From an optimization exercise on the open Yosys and OpenROAD flow, aimed at small area; shortcuts taken in it are not production practice. Only simulation tests tie the RTL to the original design; equivalence was not proved. No activity file was given, so power comes from the tool's default toggle rates.

$ cat design/flow/config.mk
export PLATFORM = sky130hd
export DESIGN_NAME = main
export DESIGN_NICKNAME = main
export VERILOG_FILES = /design/flow/design.v
export SDC_FILE = /design/flow/constraint.sdc
export NUM_CORES = 4
export LEC_CHECK = 0
export CAP_MARGIN = 20
export CORE_MARGIN = 2
export CORE_UTILIZATION = 40
export SLEW_MARGIN = 20
$ cat design/flow/constraint.sdc
create_clock -name core_clock -period 10.0 [get_ports {clk}]
set_input_delay 2.0000 -clock core_clock [delete_from_list [all_inputs] [get_ports {clk}]]
set_output_delay 2.0000 -clock core_clock [all_outputs]
set_load 0.01 [all_outputs]
$ cat design/flow/design.v
module clkgen (clk, rst, ph, tick);
    input clk, rst;
    output reg [7:0] ph;
    output wire tick;
    reg [6:0] ms;
    wire r100k = (ph == 8'd249);
    assign tick = r100k && (ms == 7'd49);
    always @(posedge clk or negedge rst)
    begin
        if(!rst) begin
            ph <= 8'd125;
            ms <= 7'd0;
        end
        else begin
            ph <= r100k ? 8'd0 : ph + 8'd1;
            if(r100k)
                ms <= (ms == 7'd99) ? 7'd0 : ms + 7'd1;
        end
    end
endmodule
module siggen (clk, en, rst, npl, zero, runup, start, startRise);
    input clk, en, rst;
    input wire [2:0] npl;
    output reg zero;
    output reg runup;
    output reg start;
    output wire startRise;
    reg rd;
    reg [4:0] tmpct;
    reg [2:0] nplDiv;
    wire idle = !start && !runup && !rd && !zero;
    wire last = (nplDiv == npl);
    assign startRise = en && idle;
    always @(posedge clk or negedge rst)
    begin
        if(!rst) begin
            zero <= 1'b0;
            runup <= 1'b0;
            start <= 1'b0;
            rd <= 1'b0;
        end
        else if(en) begin
            start <= idle;
            runup <= (start || runup) && !last;
            rd <= (start || runup) && last;
            zero <= rd || (zero && tmpct != 5'd4);
        end
    end
    always @(posedge clk)
    begin
        if(en) begin
            if(idle || rd) begin
                tmpct <= 5'd0;
                nplDiv <= 3'd0;
            end
            else if(tmpct == 5'd19) begin
                tmpct <= 5'd0;
                nplDiv <= nplDiv + 3'd1;
            end
            else
                tmpct <= tmpct + 5'd1;
        end
    end
endmodule
module pwmgen (clk, rst, enable, mode, ph, pwm, modest);
    input clk, rst, enable, mode;
    input wire [7:0] ph;
    output reg pwm;
    output reg modest;
    always @(posedge clk or negedge rst)
    begin
        if(!rst) begin
            pwm <= 1'b0;
            modest <= 1'b0;
        end
        else begin
            if(!enable || ph == 8'd0)
                modest <= mode;
            if(enable) begin
                if(modest ? (ph == 8'd2) : (ph == 8'd122))
                    pwm <= 1'b1;
                else if(modest ? (ph == 8'd247) : (ph == 8'd126))
                    pwm <= 1'b0;
            end
        end
    end
endmodule
module spi (
    stpwmNB,stpwmPA,stpwmPB,strundown,stN64,stP8,stN1,sck,cs,miso,mosi,error,msclk,nplc,rst
);
    parameter W = 14;
    input wire [W-1:0] stpwmNB;
    input wire [W-1:0] stpwmPA;
    input wire [W-1:0] stpwmPB;
    input wire [11:0] strundown;
    input wire [7:0]  stN64;
    input wire [7:0]  stP8;
    input wire [7:0]  stN1;
    input wire [2:0]  error;
    input wire sck;
    input wire cs;
    input wire msclk;
    input wire rst;
    output reg miso;
    output reg [2:0] nplc;
    input wire mosi;
    reg sck1,sck2, cs1, cs2;
    wire sckPosedge;
    wire csEdge;
    reg [2:0] status;
    reg [4:0] counter;
    reg [31:0] tmp;
    parameter            IDLE   = 3'd0 ;
    parameter            NA   = 3'd1 ;
    parameter            NB  = 3'd2 ;
    parameter            PA  = 3'd3 ;
    parameter            PB  = 3'd4 ;
    parameter            RD  = 3'd5 ;
    parameter            OTHER  = 3'd6 ;
    assign sckPosedge = sck1 && !sck2;
    assign csEdge = !cs1 && cs2;
    always @(posedge msclk) begin
        sck1 <= sck;
        sck2 <= sck1;
        cs1 <= cs;
        cs2 <= cs1;
        if(!rst) begin
            nplc <= 3'd2;
            counter <= 5'b0;
            status <= IDLE;
            tmp <= 32'd1;
            miso <= 1'b0;
        end
        else begin
            if(cs) begin
                counter <= 5'b0;
                status <= IDLE;
                tmp <= 32'd1;
                miso <= 1'b0;
            end
            else begin
                if(csEdge) begin
                    status <= NA;
                    tmp <= 32'd1;
                    miso <= 1'b0;
                end
                else if (sckPosedge) begin
                    counter <= counter + 5'b1;
                    miso <= tmp[31];
                    tmp <= {tmp[30:0],mosi};
                    if((status == NA) && (counter == 5'd16) && tmp[15] && !tmp[10])
                        nplc <= tmp[2:0];
                    if(counter == 5'd31) begin
                        case(status)
                            NA: begin status <= NB; tmp <= stpwmNB; end
                            NB: begin status <= PA; tmp <= stpwmPA; end
                            PA: begin status <= PB; tmp <= stpwmPB; end
                            PB: begin status <= RD; tmp <= {1'b0,error,strundown,stN64,stP8}; end
                            RD: begin status <= OTHER; tmp <= {stN1,24'b0}; end
                            default: begin status <= NA; tmp <= 32'd1; end
                        endcase
                    end
                    if(status == IDLE) begin
                        counter <= 5'b0;
                        status <= NA;
                        tmp <= 32'd1;
                        miso <= 1'b0;
                    end
                end
            end
        end
    end
endmodule
module main (clk, rst, zeroLevel, mediaLevel, highLevel ,sp512, sn512, sn64, sp8, sn1, sinput, szero,sck,cs,miso,mosi);
    input clk, rst, zeroLevel, mediaLevel, highLevel;
    output wire sp512, sn512, sinput, szero;
    output reg sn64,sp8, sn1;
    input wire sck;
    input wire cs;
    output wire miso;
    input wire mosi;
    localparam W = 14;
    parameter            IDLE   = 3'd0 ;
    parameter            RUNUP   = 3'd1 ;
    parameter            RUNDOWN  = 3'd2 ;
    parameter            N64  = 3'd3 ;
    parameter            P8  = 3'd4 ;
    parameter            N1  = 3'd5 ;
    wire [7:0] ph;
    wire tick;
    reg [2:0] status;
    reg rundownreg;
    wire start;
    wire isrunup;
    wire runupw;
    wire modestN, modestP;
    reg preSinput;
    reg [W-1:0] pwmNB, pwmPA, pwmPB;
    reg [W-1:0] stpwmNB, stpwmPA, stpwmPB;
    reg [11:0] strundown;
    reg [7:0]  stN64;
    reg [7:0]  stP8;
    reg [7:0]  stN1;
    reg [11:0] trundown;
    reg [7:0]  tN64;
    reg [7:0]  tP8;
    reg [7:0]  tN1;
    reg [2:0]  error;
    wire [2:0] nplc;
    wire sgrundown;
    wire startRise;
    assign isrunup = (status == RUNUP);
    assign sp512 = isrunup? runupw: rundownreg;
    assign sgrundown = preSinput && !sinput;
    clkgen tb0(.clk(clk), .rst(rst), .ph(ph), .tick(tick));
    siggen gen(.clk(clk),.en(tick),.rst(rst),.npl(nplc),.zero(szero),.runup(sinput),.start(start),.startRise(startRise));
    pwmgen pwmN(.clk(clk), .rst(rst), .enable(sinput), .mode(!mediaLevel), .ph(ph), .pwm(sn512), .modest(modestN));
    pwmgen pwmP(.clk(clk), .rst(rst), .enable(sinput), .mode(highLevel), .ph(ph), .pwm(runupw), .modest(modestP));
    spi aaa(.stpwmNB(stpwmNB), .stpwmPA(stpwmPA), .stpwmPB(stpwmPB), .strundown(strundown),
            .stN64(stN64), .stP8(stP8), .stN1(stN1), .sck(sck), .cs(cs),.mosi(mosi), .miso(miso), .error(error), .nplc(nplc), .msclk(clk), .rst(rst));
    always @(posedge clk or negedge rst)
    begin
        if(!rst) begin
            pwmNB <= {W{1'b0}};
            pwmPA <= {W{1'b0}};
            pwmPB <= {W{1'b0}};
        end
        else if(start) begin
            pwmNB <= {W{1'b0}};
            pwmPA <= {W{1'b0}};
            pwmPB <= {W{1'b0}};
        end
        else if(sinput && ph == 8'd1) begin
            if(modestN)
                pwmNB <= pwmNB + 1'b1;
            if(modestP)
                pwmPB <= pwmPB + 1'b1;
            else
                pwmPA <= pwmPA + 1'b1;
        end
    end
    always @(posedge clk or negedge rst)
    begin
        if(!rst) begin
            strundown <= 12'b0;
            stN64 <= 8'b0;
            stP8 <= 8'b0;
            stN1 <= 8'b0;
            stpwmNB <= {W{1'b0}};
            stpwmPA <= {W{1'b0}};
            stpwmPB <= {W{1'b0}};
        end
        else if(startRise) begin
            stpwmNB <= pwmNB;
            stpwmPA <= pwmPA;
            stpwmPB <= pwmPB;
            strundown <= trundown;
            stN64 <= tN64;
            stP8 <= tP8;
            stN1 <= tN1;
        end
    end
    always @(posedge clk or negedge rst)
    begin
        if(!rst) begin
            status <= IDLE;
            sn64 <= 1'b0;
            sp8 <= 1'b0;
            sn1 <= 1'b0;
            preSinput <= 1'b0;
            rundownreg  <= 1'b1;
            trundown <= 12'b0;
            tN64 <= 8'b0;
            tP8 <= 8'b0;
            tN1 <= 8'b0;
            error <= 3'b0;
        end
        else begin
            preSinput <= sinput;
            if(szero) begin
                sn1 <= 1'b0;
                sp8 <= 1'b0;
                sn64 <= 1'b0;
                rundownreg <= 1'b0;
                status <= IDLE;
            end
            else begin
                case(status)
                    IDLE:
                        if(start)
                            status <= RUNUP;
                    RUNUP:
                        if(sgrundown) begin
                            rundownreg  <= 1'b1;
                            trundown <= 12'b1;
                            tN64 <= 8'b0;
                            tP8 <= 8'b0;
                            tN1 <= 8'b0;
                            if(zeroLevel) begin
                                error <= 3'd0;
                                status <= RUNDOWN;
                            end
                            else begin
                                error <= 3'd1;
                                status <= IDLE;
                            end
                        end
                    RUNDOWN:
                        if(zeroLevel) begin
                            if(trundown == 12'd4095) begin
                                error <= 3'd2;
                                status <= IDLE;
                            end
                            else
                                trundown <= trundown + 12'b1;
                        end
                        else begin
                            rundownreg  <= 1'b0;
                            status <= N64;
                            sn64 <= 1'b1;
                            tN64 <= 8'b1;
                        end
                    N64:
                        if(!zeroLevel) begin
                            if(trundown == 12'd255) begin
                                error <= 3'd3;
                                status <= IDLE;
                            end
                            else
                                tN64 <= tN64 + 8'b1;
                        end
                        else begin
                            sn64  <= 1'b0;
                            status <= P8;
                            sp8 <= 1'b1;
                            tP8 <= 8'b1;
                        end
                    P8:
                        if(zeroLevel) begin
                            if(trundown == 12'd255) begin
                                error <= 3'd4;
                                status <= IDLE;
                            end
                            else
                                tP8 <= tP8 + 8'b1;
                        end
                        else begin
                            sp8  <= 1'b0;
                            status <= N1;
                            sn1 <= 1'b1;
                            tN1 <= 8'b1;
                        end
                    N1:
                        if(!zeroLevel) begin
                            if(trundown == 12'd255) begin
                                error <= 3'd5;
                                status <= IDLE;
                            end
                            else
                                tN1 <= tN1 + 8'b1;
                        end
                        else begin
                            sn1  <= 1'b0;
                            status <= IDLE;
                        end
                    default: ;
                endcase
            end
        end
    end
endmodule
$ cat design/flow/run.sh
#!/bin/bash
# synth_recipe.tcl (not shown) runs the flow's synth.tcl, then flattens the netlist and writes it again
# the make line also repeats each setting of config.mk as NAME=value (left out here)
make -C /OpenROAD-flow-scripts/flow DESIGN_CONFIG=/design/flow/config.mk WORK_HOME=/design/flow/orfs CLKGATE_MAP_FILE= SYNTH_SCRIPT=/design/flow/synth_recipe.tcl finish
==> metrics.yaml <==
routed_wl_um: 26400
p_per_area_nw_per_um2: 188
min_period_ps: 4610
die_width_um: 177
critical_path_buf_inv_count: 1
ys_seq_area_share_pct: 49.9
synth_seq_cells: 246
synthTopCellsByArea: "dfrtp_1, dfxtp_1, mux2_2"
hold_path_depth: 0
wire_per_inst_um: 17.0
clk_pin_slew_ps: 60
fp.coreArea_um2: 29600
cts_buffers: 28
critPathSlowestCell: "dfrtp_1"
ys_top_cells_by_count: "dfrtp_1, nor2_1, mux2_2"
antenna_found_initial: 0
crit_family: "flip-flops"
slowest_delay_ps: 850
hold_viol: 0
cp_cell_sequence: "nand2b_1, nor2_1, mux2_2, clkdlybuf4s50_1"
cts_buffer_depth: 3
tns_ps: 0
setup.worst_path.end_class: "primary output"
postLayoutCellArea_um2: 13400
grt_pass1_vias: 8238
synth_top_area_cell: "dfrtp_1"
hold_buffers: 0
rr_worst_depth: 8
yosys.cell_count.top_type: "dfrtp_1"
fmax_ghz: 0.217
hpwl_um: 17400
h-tree-depth: 1
antenna_cells: 0
grt_max_degree: 80
crit_cells: 4
synth.distinct_cells: 72
fillers: 2783
grt_usage_pct: 17.2
num_io_pins: 16
worstSetupPathType: "reg2out"
async_flop_share_pct: 77.2
gp_congestion: 0.812
io_buffers: 15
clock-sinks: 246
drc: 0
grt_pass1_wl_um: 44000
synthCells: 1150
yosysWarnings: 5
multiInputGateArea_um2: 5600
nets: 1168
drive_above_1_share_pct: 14.5
rsz0062_at_grt: "no"
grt_overflow: 0
setup_viol: 0
fin_skew_ps: 10.0
syn_nets: 1177
via_count: 8610
synth_area_um2: 12000
die-height_um: 177
tightest_slew_ps: 1050
root_buffer: "clkbuf_16"
met2_length_um: 12400
clk_latency_ps: 540
drt-pass1-iter-count: 5
ant_nets: 0
ff_latch_area_um2: 5960
cp.arrival_ps: 2610
p_leak_nw: 5.61
startpoint_type: "flop"
fin_util_pct: 45.5
num_rows: 63
maxCapViolations: 0
crit_fanout: 23
slew_viol_final: 0
die_area_um2: 31300
hold_path_class: "reg2reg"
synth_top_area_share_pct: 38.3
initialDrtViolationCount: 657
place_area_um2: 12400
vias_per_cell: 5.54
synth.avg_cell_area_um2: 10.4
finalCritPeriodShare_pct: 46.1
status: "timing/DRC/antenna clean"
start_util_pct: 40.5
cp.required_ps: 8000
area.growth.synth_to_final_pct: 12.4
ys.flop_type: "dfrtp_1"
m1WireLength_um: 12500
routed.top_layer: "met4"
ir_drop_mv: 0.123
cts_tree: "done"
synth_edf_count: 8
cts_resized: 0
setup_ws_ps: 5390
slew_headroom_pct: 29.9
met3_length_um: 833
post-place-ws_ps: 5480
postCtsSetupRepairBufs: 0
## flip-flops by register name (all words and copies together), names as in the netlist, 8 cells and up
name,flops
pwmPA,14
stpwmPA,14
stN64,8
aaa.tmp,32
tP8,8
pwmNB,14
stN1,8
tN1,8
tb0.ph,8
stP8,8
trundown,12
strundown,12
pwmPB,14
stpwmPB,14
stpwmNB,14
tN64,8
## power breakdown
part | internal [mW] | total [mW] | switching, mW | leakage [nW]
registers | 1.03 | 1.10 | 0.0649 | 3.04
logic | 0.113 | 0.297 | 0.185 | 2.07
clock network | 0.713 | 1.13 | 0.413 | 0.497
## area by class of cell
| type | instances | share of cell area [%] |
|---|---|---|
| clock inverters | 14 | 1.69 |
| multi-input cells | 806 | 41.7 |
| repair buffers | 25 | 1.70 |
| well taps | 390 | 3.63 |
| clock buffers | 38 | 5.95 |
| inverters | 34 | 0.959 |
| flip-flops and latches | 246 | 44.4 |
## cells by family (layout without fill, tap and decap cells)
group / after synthesis / after routing / share of synthesized area [%]
AO/OA/AOI/OAI: 216 / 216 / 12.6
XOR/XNOR: 61 / 61 / 4.47
adder cells (fa/ha/maj): 19 / 19 / 1.99
buffers and inverters: 98 / 111 / 3.38
flip-flops: 246 / 246 / 49.9
multiplexers: 115 / 115 / 10.8
AND/OR/NAND/NOR: 395 / 395 / 16.9
## through the flow
stage               std cells  hold slack (ps)  power, mW
floorplan                1150              323       1.31
global placement         1501              328       1.41
detailed placement       1501              336       1.41
CTS                      1553              350       2.55
global route             1553              355       2.63
finish                   1553              347       2.52
## placed cells by master (no fill, tap or decap), types with 13 or more instances in the layout
cell             instances
dfrtp_1                183
nor2_1                 132
mux2_2                  78
nand2_1                 64
dfxtp_1                 48
a21oi_1                 41
nand3_1                 35
o21ai_0                 35
xnor2_1                 34
a22oi_1                 33
inv_1                   32
nand4_1                 29
clkbuf_16               29
mux2i_1                 28
xor2_1                  27
nor3_1                  22
ha_1                    19
clkdlybuf4s50_1         14
and3_1                  13
nand2b_1                13
nor4_1                  13
o22ai_1                 13
a222oi_1                13
## final timing paths
path / slack [ps] / startpoint / to
min in group asynchronous: 1500 / rst / stpwmPB[13]$_DFFE_PN0P_
setup / recovery: 5390 / status[0]$_DFFE_PN0P_ / sp512
hold / removal: 350 / aaa.cs1$_DFF_P_ / aaa.cs2$_DFF_P_
max in group asynchronous: 7140 / rst / stpwmPB[1]$_DFFE_PN0P_
setup reg to reg: 6900 / tb0.ph[0]$_DFF_PN1_ / strundown[10]$_DFFE_PN0P_
hold reg to reg: 350 / aaa.cs1$_DFF_P_ / aaa.cs2$_DFF_P_
## layer usage
layer / vias to the layer above / GRT usage (%)
met5: - / 0
met4: 0 / 4.17
met1: 4264 / 24.3
met3: 39 / 2.21
li1: 4175 / -
met2: 132 / 28.0

==> separate check: timing with driven ports <==
In the flow no input, the clock included, has a driving cell. The finished layout below was timed again as built, in two steps.
Step 1 (the two cells are an assumption about what drives the block):
set clk [get_ports {clk}]
set_driving_cell -lib_cell sky130_fd_sc_hd__clkbuf_16 $clk
set_driving_cell -lib_cell sky130_fd_sc_hd__buf_2 [delete_from_list [all_inputs] $clk]
Step 2, shift: input delay + t, output delay - t, t = (earliest + latest rising clock arrival at the registers) / 2. This alone moves slack from input paths to output paths.
Three values: ideal ports, drivers, drivers and shift; two values: the first two.
shift t [ns]: 0.581
setup slack, ns: 5.390 / 5.341 / 5.442
clock arrival spread, ns: 0.011 / 0.011
worst slew at a driven data input, ns: 0.04
After both steps this run still meets setup and hold. The setup slack of this run moves by -0.049 ns with the drivers and by +0.052 ns with both steps.
